Background: an optimization exercise with open tools, aiming at small area and a short achievable clock period. Do not read the settings as production practice.
Where RTL was checked, it was by simulation tests only, not by an equivalence proof against the original.

==> lagoon <==
// sig_altmult_add
module sig_altmult_add
(
	input signed [15:0] dataa, datab, datac, datad,
	input 		clock, aclr,
	output reg 	[32:0] result
);
Settings: LEC_CHECK=0, ABC_AREA=1, CAP_MARGIN=20, CORE_MARGIN=2, CORE_UTILIZATION=40, SLEW_MARGIN=20; clock period 7.0 ns.
run.sh (not shown) runs the stock make flow with config.mk's settings and CLKGATE_MAP_FILE= SYNTH_SCRIPT=/design/flow/synth_recipe.tcl, a recipe that flattens the netlist after the stock synthesis.
==> inputs of nickel, as changes to lagoon <==
CORE_UTILIZATION = 65   (was 40)
==> qor summary <==
item                                                         nickel          lagoon
Fraction of layout cells with a size suffix above 1           4.99%           5.04%
Smallest setup slack after layout                           2.29 ns         2.11 ns
Via density per instance                                       5.97            5.32
Sum of routed wire length over all layers                 46,400 um       47,000 um
Outcome                                              finished clean  finished clean
Vias                                                         12,600          12,300
Critical register-to-register path endpoint                 t_r[46]         t_r[13]
Met3 track demand over resource in global routing             9.65%           5.53%
Detail Route met2 WL                                      20,100 um       20,100 um
Worst path required time                                    7.33 ns         7.36 ns
Std-Cell Rows                                                    58              74
Launching element of the worst setup path                   b_r[13]          d_r[5]
Horizontal die dimension                                     163 um          206 um
Via count of the first global-routing pass                   12,600          12,200
No run of this note included a check of the RTL's function; only the layout flow was run.


==> onyx: inputs <==
sig_altmult_add, a different RTL version from the one above (not shown whole).
## sig_altmult_add
module sig_altmult_add
(
	input signed [15:0] dataa, datab, datac, datad,
	input 		clock, aclr,
	output reg 	[32:0] result
);
  reg [15:0] a_r, c_r;
  reg [7:0] m0_one_r, m0_two_r, m0_neg_r, m1_one_r, m1_two_r, m1_neg_r;
  reg [91:0] t_r;
  reg [32:0] s_r;
  reg v1, v2, v3;
  wire [7:0] one0, two0, neg0;
  wire [7:0] one1, two1, neg1;
  wire m0_pp0_0;
  wire m0_pp0_1;
  wire m0_pp0_2;
  wire m0_pp0_3;
  wire m0_pp0_4;
  wire m0_pp0_5;
  wire m0_pp0_6;
  wire m0_pp0_7;
  wire m0_pp0_8;
  wire m0_pp0_9;
  wire m0_pp0_10;
  wire m0_pp0_11;
  wire m0_pp0_12;
  wire m0_pp0_13;
  wire m0_pp0_14;
  wire m0_pp0_15;
  wire m0_pp0_16;
  wire m0_pp1_0;
  wire m0_pp1_1;
  wire m0_pp1_2;
  wire m0_pp1_3;
  wire m0_pp1_4;
  wire m0_pp1_5;
  wire m0_pp1_6;
  wire m0_pp1_7;
  wire m0_pp1_8;
  wire m0_pp1_9;
  wire m0_pp1_10;
  wire m0_pp1_11;
  wire m0_pp1_12;
  wire m0_pp1_13;
  wire m0_pp1_14;
  wire m0_pp1_15;
  wire m0_pp1_16;
  wire m0_pp2_0;
  wire m0_pp2_1;
  wire m0_pp2_2;
  ...
Settings: LEC_CHECK=0, CAP_MARGIN=20, CORE_MARGIN=2, CORE_UTILIZATION=40, CTS_BUF_LIST=sky130_fd_sc_hd__clkbuf_8, CTS_CLUSTER_DIAMETER=60, CTS_CLUSTER_SIZE=16, SETUP_SLACK_MARGIN=3.95, SLEW_MARGIN=20, TNS_END_PERCENT=10; clock period 7.0 ns.
standard.sh (not shown) runs the stock make flow with config.mk's settings and CLKGATE_MAP_FILE= SYNTH_SCRIPT=/design/flow/synth_recipe.tcl, a recipe that flattens the netlist after the stock synthesis.
==> flow/flow/run.sh <==
#!/bin/bash
set -uo pipefail
here=$(pwd)
bash standard.sh "SYNTH_ARGS=-noabc" \
  "BUFFER_PORTS_ARGS=-buffer_cell sky130_fd_sc_hd__buf_1" \
  "POST_FLOORPLAN_TCL=$here/flow/upsize.tcl" finish > run_make.log 2>&1
status=$?
tail -20 run_make.log
exit $status
==> flow/flow/upsize.tcl <==
foreach inst [get_cells -quiet {a_r* c_r* m0_* m1_*}] {
  if {[get_property [get_lib_cells -of_objects $inst] name] == "sky130_fd_sc_hd__dfxtp_1"} {
    replace_cell $inst sky130_fd_sc_hd__dfxtp_4
  }
}
==> inputs of raven, as changes to onyx <==
- CORE_UTILIZATION: 40 -> 55
- CTS_BUF_LIST: sky130_fd_sc_hd__clkbuf_8 -> unset
- CTS_CLUSTER_DIAMETER: 60 -> unset
- CTS_CLUSTER_SIZE: 16 -> unset
- TNS_END_PERCENT: 10 -> unset
==> inputs of cedar, as changes to onyx <==
- CTS_BUF_LIST: sky130_fd_sc_hd__clkbuf_8 -> unset
- CTS_CLUSTER_DIAMETER: 60 -> unset
- CTS_CLUSTER_SIZE: 16 -> unset
- SETUP_SLACK_MARGIN: 3.95 -> 4.1
- TNS_END_PERCENT: 10 -> unset
==> run notes <==
- The lowest register-to-register slack belongs to onyx, the highest to cedar.
- Final cell count: cedar > onyx > raven.
- Against cedar, the global-route usage of raven is higher by 6.8 points.
- The lowest utilization belongs to onyx, the highest to raven.
- The highest first-iteration DRC count belongs to cedar, the lowest to raven.
- Of cedar and raven, raven has the higher clock skew (gap 0.0039 ns).


==> run a: inputs <==
Starting RTL as in the previous note.
==> flow/config.mk <==
export PLATFORM = sky130hd
export DESIGN_NAME = sig_altmult_add
export DESIGN_NICKNAME = sig_altmult_add
export VERILOG_FILES = /design/flow/design.v
export SDC_FILE = /design/flow/constraint.sdc
export NUM_CORES = 4
export LEC_CHECK = 0
export CAP_MARGIN = 20
export CORE_MARGIN = 2
export CORE_UTILIZATION = 40
export CTS_BUF_LIST = sky130_fd_sc_hd__clkbuf_8
export CTS_CLUSTER_DIAMETER = 60
export CTS_CLUSTER_SIZE = 16
export SETUP_SLACK_MARGIN = 4.05
export SLEW_MARGIN = 20
==> flow/constraint.sdc <==
create_clock -name core_clock -period 7.0 [get_ports {clock}]
set_input_delay 1.4000 -clock core_clock [delete_from_list [all_inputs] [get_ports {clock}]]
set_output_delay 1.4000 -clock core_clock [all_outputs]
set_load 0.01 [all_outputs]
Scripts as last shown in full above: flow/flow/run.sh, flow/flow/upsize.tcl
==> run b: changes against run a <==
==> flow/flow/run.sh (replaced) <==
#!/bin/bash
# The standard layout (standard.sh), with two changes: Yosys's generic
# pre-mapping abc pass is skipped (SYNTH_ARGS=-noabc) so the full adders it
# extracts keep their natural polarity, and the ports are buffered with
# buf_1 cells. The make output goes to run_make.log, each tool's log to
# orfs/logs/.
set -uo pipefail
bash standard.sh "SYNTH_ARGS=-noabc" "BUFFER_PORTS_ARGS=-buffer_cell sky130_fd_sc_hd__buf_1" finish > run_make.log 2>&1
status=$?
tail -20 run_make.log
exit $status
--- a/flow/config.mk
+++ b/flow/config.mk
@@ -12,4 +12,4 @@
 export CTS_CLUSTER_DIAMETER = 60
 export CTS_CLUSTER_SIZE = 16
-export SETUP_SLACK_MARGIN = 4.05
+export SETUP_SLACK_MARGIN = 3.95
 export SLEW_MARGIN = 20
removed: flow/flow/upsize.tcl
==> impl_results.md <==
- Status: timing/DRC/antenna clean
- Vias in the first global route: 11600
- Highest-delay cell along the critical path: or4b_1
- Gr usage total: 21.5%
- Postcts setup bufs: 8
- Syn-to-layout area delta: 10.6%
- Cell Chain, Critical Path: ha_4 > maj3_2 > xnor2_2 > xnor2_2 > ha_4 > a21o_4 > a211o_1 > a31oi_4 > nand2b_4 > a31oi_4 > or4b_1 > nand4b_1
[end of results for run b]
==> impl_results.md <==
- Clk root buf: clkbuf_8
- Status: timing/DRC/antenna clean
- Clock Latency Late Sink: 580 ps
- Syn-to-layout area delta: 16.5%
- Cell Chain, Critical Path: fa_1 > xnor2_1 > xnor2_1 > ha_4 > a21o_1 > a211o_1 > a31oi_4 > nand2b_4 > a31oi_4 > or4b_1 > nand4b_1
- Setup violations, final: 0
- Kind of end point of the critical path: flip-flop
- Gr usage total: 21.6%
- Vias in the first global route: 11700
- Setup TNS: 0 ps
- Highest-delay cell along the critical path: fa_1
- Postcts setup bufs: 16
[end of results for run a]


==> inputs of 09-27 <==
sig_altmult_add, a different RTL version from the one above (not shown whole).
// sig_altmult_add
module sig_altmult_add
(
	input signed [15:0] dataa, datab, datac, datad,
	input 		clock, aclr,
	output reg 	[32:0] result
);
  reg [15:0] a_r, c_r;
  reg [7:0] m0_one_r, m0_two_r, m0_neg_r, m1_one_r, m1_two_r, m1_neg_r;
  reg [91:0] t_r;
  reg v1, v2;
  wire [7:0] one0, two0, neg0;
  wire [7:0] one1, two1, neg1;
  wire m0_pp0_0;
  wire m0_pp0_1;
  wire m0_pp0_2;
  wire m0_pp0_3;
  wire m0_pp0_4;
  wire m0_pp0_5;
  wire m0_pp0_6;
  wire m0_pp0_7;
  wire m0_pp0_8;
  wire m0_pp0_9;
  wire m0_pp0_10;
  wire m0_pp0_11;
  wire m0_pp0_12;
  wire m0_pp0_13;
  wire m0_pp0_14;
  wire m0_pp0_15;
  wire m0_pp0_16;
  wire m0_pp1_0;
  wire m0_pp1_1;
  wire m0_pp1_2;
  wire m0_pp1_3;
  wire m0_pp1_4;
  wire m0_pp1_5;
  wire m0_pp1_6;
  wire m0_pp1_7;
  wire m0_pp1_8;
  wire m0_pp1_9;
  wire m0_pp1_10;
  wire m0_pp1_11;
  wire m0_pp1_12;
  wire m0_pp1_13;
  wire m0_pp1_14;
  wire m0_pp1_15;
  wire m0_pp1_16;
  wire m0_pp2_0;
  wire m0_pp2_1;
  wire m0_pp2_2;
  wire m0_pp2_3;
  wire m0_pp2_4;
  wire m0_pp2_5;
  wire m0_pp2_6;
  wire m0_pp2_7;
  wire m0_pp2_8;
  wire m0_pp2_9;
  wire m0_pp2_10;
  wire m0_pp2_11;
  wire m0_pp2_12;
  wire m0_pp2_13;
  wire m0_pp2_14;
  wire m0_pp2_15;
  wire m0_pp2_16;
  wire m0_pp3_0;
  wire m0_pp3_1;
  wire m0_pp3_2;
  wire m0_pp3_3;
  wire m0_pp3_4;
  wire m0_pp3_5;
  wire m0_pp3_6;
  wire m0_pp3_7;
  wire m0_pp3_8;
  wire m0_pp3_9;
  wire m0_pp3_10;
  wire m0_pp3_11;
  wire m0_pp3_12;
  wire m0_pp3_13;
  wire m0_pp3_14;
  wire m0_pp3_15;
  wire m0_pp3_16;
  wire m0_pp4_0;
  wire m0_pp4_1;
  wire m0_pp4_2;
  wire m0_pp4_3;
  wire m0_pp4_4;
  wire m0_pp4_5;
  wire m0_pp4_6;
  wire m0_pp4_7;
  wire m0_pp4_8;
  wire m0_pp4_9;
  wire m0_pp4_10;
  ...
make LEC_CHECK=0 ABC_AREA=1 CAP_MARGIN=20 CORE_MARGIN=2 CORE_UTILIZATION=40 SETUP_SLACK_MARGIN=4.0 SLEW_MARGIN=20 finish   # period 7.0 ns
run.sh (not shown) runs the stock make flow with config.mk's settings and CLKGATE_MAP_FILE= SYNTH_SCRIPT=/design/flow/synth_recipe.tcl, a recipe that flattens the netlist after the stock synthesis.
Stock flow here: none of the scripts above is used.
==> 02-26 (differences from 09-27) <==
==> flow/flow/run.sh (new file) <==
#!/bin/bash
set -uo pipefail
here=$(pwd)
bash standard.sh "SYNTH_ARGS=-noabc" \
  "BUFFER_PORTS_ARGS=-buffer_cell sky130_fd_sc_hd__buf_1" \
  "POST_FLOORPLAN_TCL=$here/flow/upsize.tcl" finish > run_make.log 2>&1
status=$?
tail -20 run_make.log
exit $status
==> flow/flow/upsize.tcl (new file) <==
foreach inst [get_cells -quiet {a_r* c_r* m0_* m1_*}] {
  if {[get_property [get_lib_cells -of_objects $inst] name] == "sky130_fd_sc_hd__dfxtp_1"} {
    replace_cell $inst sky130_fd_sc_hd__dfxtp_4
  }
}
==> flow/standard.sh (new file) <==
#!/bin/bash
# synth_recipe.tcl (not shown) runs the flow's synth.tcl, then flattens the netlist and writes it again
# the make line also repeats each setting of config.mk as NAME=value (left out here)
make -C /OpenROAD-flow-scripts/flow DESIGN_CONFIG=/design/flow/config.mk WORK_HOME=/design/flow/orfs CLKGATE_MAP_FILE= SYNTH_SCRIPT=/design/flow/synth_recipe.tcl "${@:-finish}"
- ABC_AREA: 1 -> default
- SETUP_SLACK_MARGIN: 4.0 -> 3.65
removed: flow/run.sh
==> run notes <==
quantity	09-27	02-26
Crit path from	m0_one_r[2]	t_r[52]
Most frequent standard cell in the layout excluding fill and tap cells	sky130_fd_sc_hd__inv_1	sky130_fd_sc_hd__xnor2_1
Die area	43500 um2	41900 um2
Sum of net half-perimeters after detailed placement	39300 um	31900 um
Global Route Usage Sum	0.258	0.209
Sequential share of cell area	0.192	0.259
End point of the critical path	t_r[42]	result[30]
Result of the run	complete, no violations	complete, no violations
Inverter count	362	50
Final-layout fill cell count	3548	3696
Fraction of layout cells with a size suffix above 1	0.340	0.0979
Max-slew headroom	0.511	0.494
Clock Buffer Count	36	35
Number of stages on the worst setup path	9	12

==> port drivers added, routing unchanged <==
The results above use ideal ports. As a check the final layouts listed here were re-extracted and re-timed, cells and wires unchanged. Step 1: set_driving_cell puts a clkbuf_16 on clock and a buf_2 on each other input, an assumption about the parent block. Step 2, shift: input delay + t, output delay - t, t = (earliest + latest rising clock arrival at the registers) / 2. This alone moves slack from input paths to output paths. Slacks: ideal / step 1 / step 2; pairs: ideal / step 1.
run	shift t [ns]	setup slack, ns	hold WS [ns]	worst setup path after step 2	worst data-port slew with drivers (ns)
lagoon	0.527	2.108 / 2.108 / 2.108	0.350 / 0.350 / 0.350	register to register	0.04
nickel	0.499	2.286 / 2.286 / 2.286	0.367 / 0.367 / 0.367	register to register	0.04
onyx	0.606	3.851 / 3.851 / 3.851	0.358 / 0.358 / 0.358	register to register	0.05
raven	0.587	3.889 / 3.889 / 3.889	0.355 / 0.355 / 0.355	register to register	0.04
cedar	0.577	3.943 / 3.943 / 3.943	0.355 / 0.355 / 0.355	register to register	0.05
run a	0.610	3.919 / 3.919 / 3.919	0.364 / 0.364 / 0.364	register to register	0.05
run b	0.621	3.881 / 3.881 / 3.881	0.361 / 0.361 / 0.361	register to register	0.05
09-27	0.591	3.949 / 3.949 / 3.949	0.347 / 0.347 / 0.347	register to register	0.04
02-26	0.575	3.794 / 3.794 / 3.794	0.346 / 0.346 / 0.346	register to register	0.04
After both steps setup and hold are still met in every run listed.
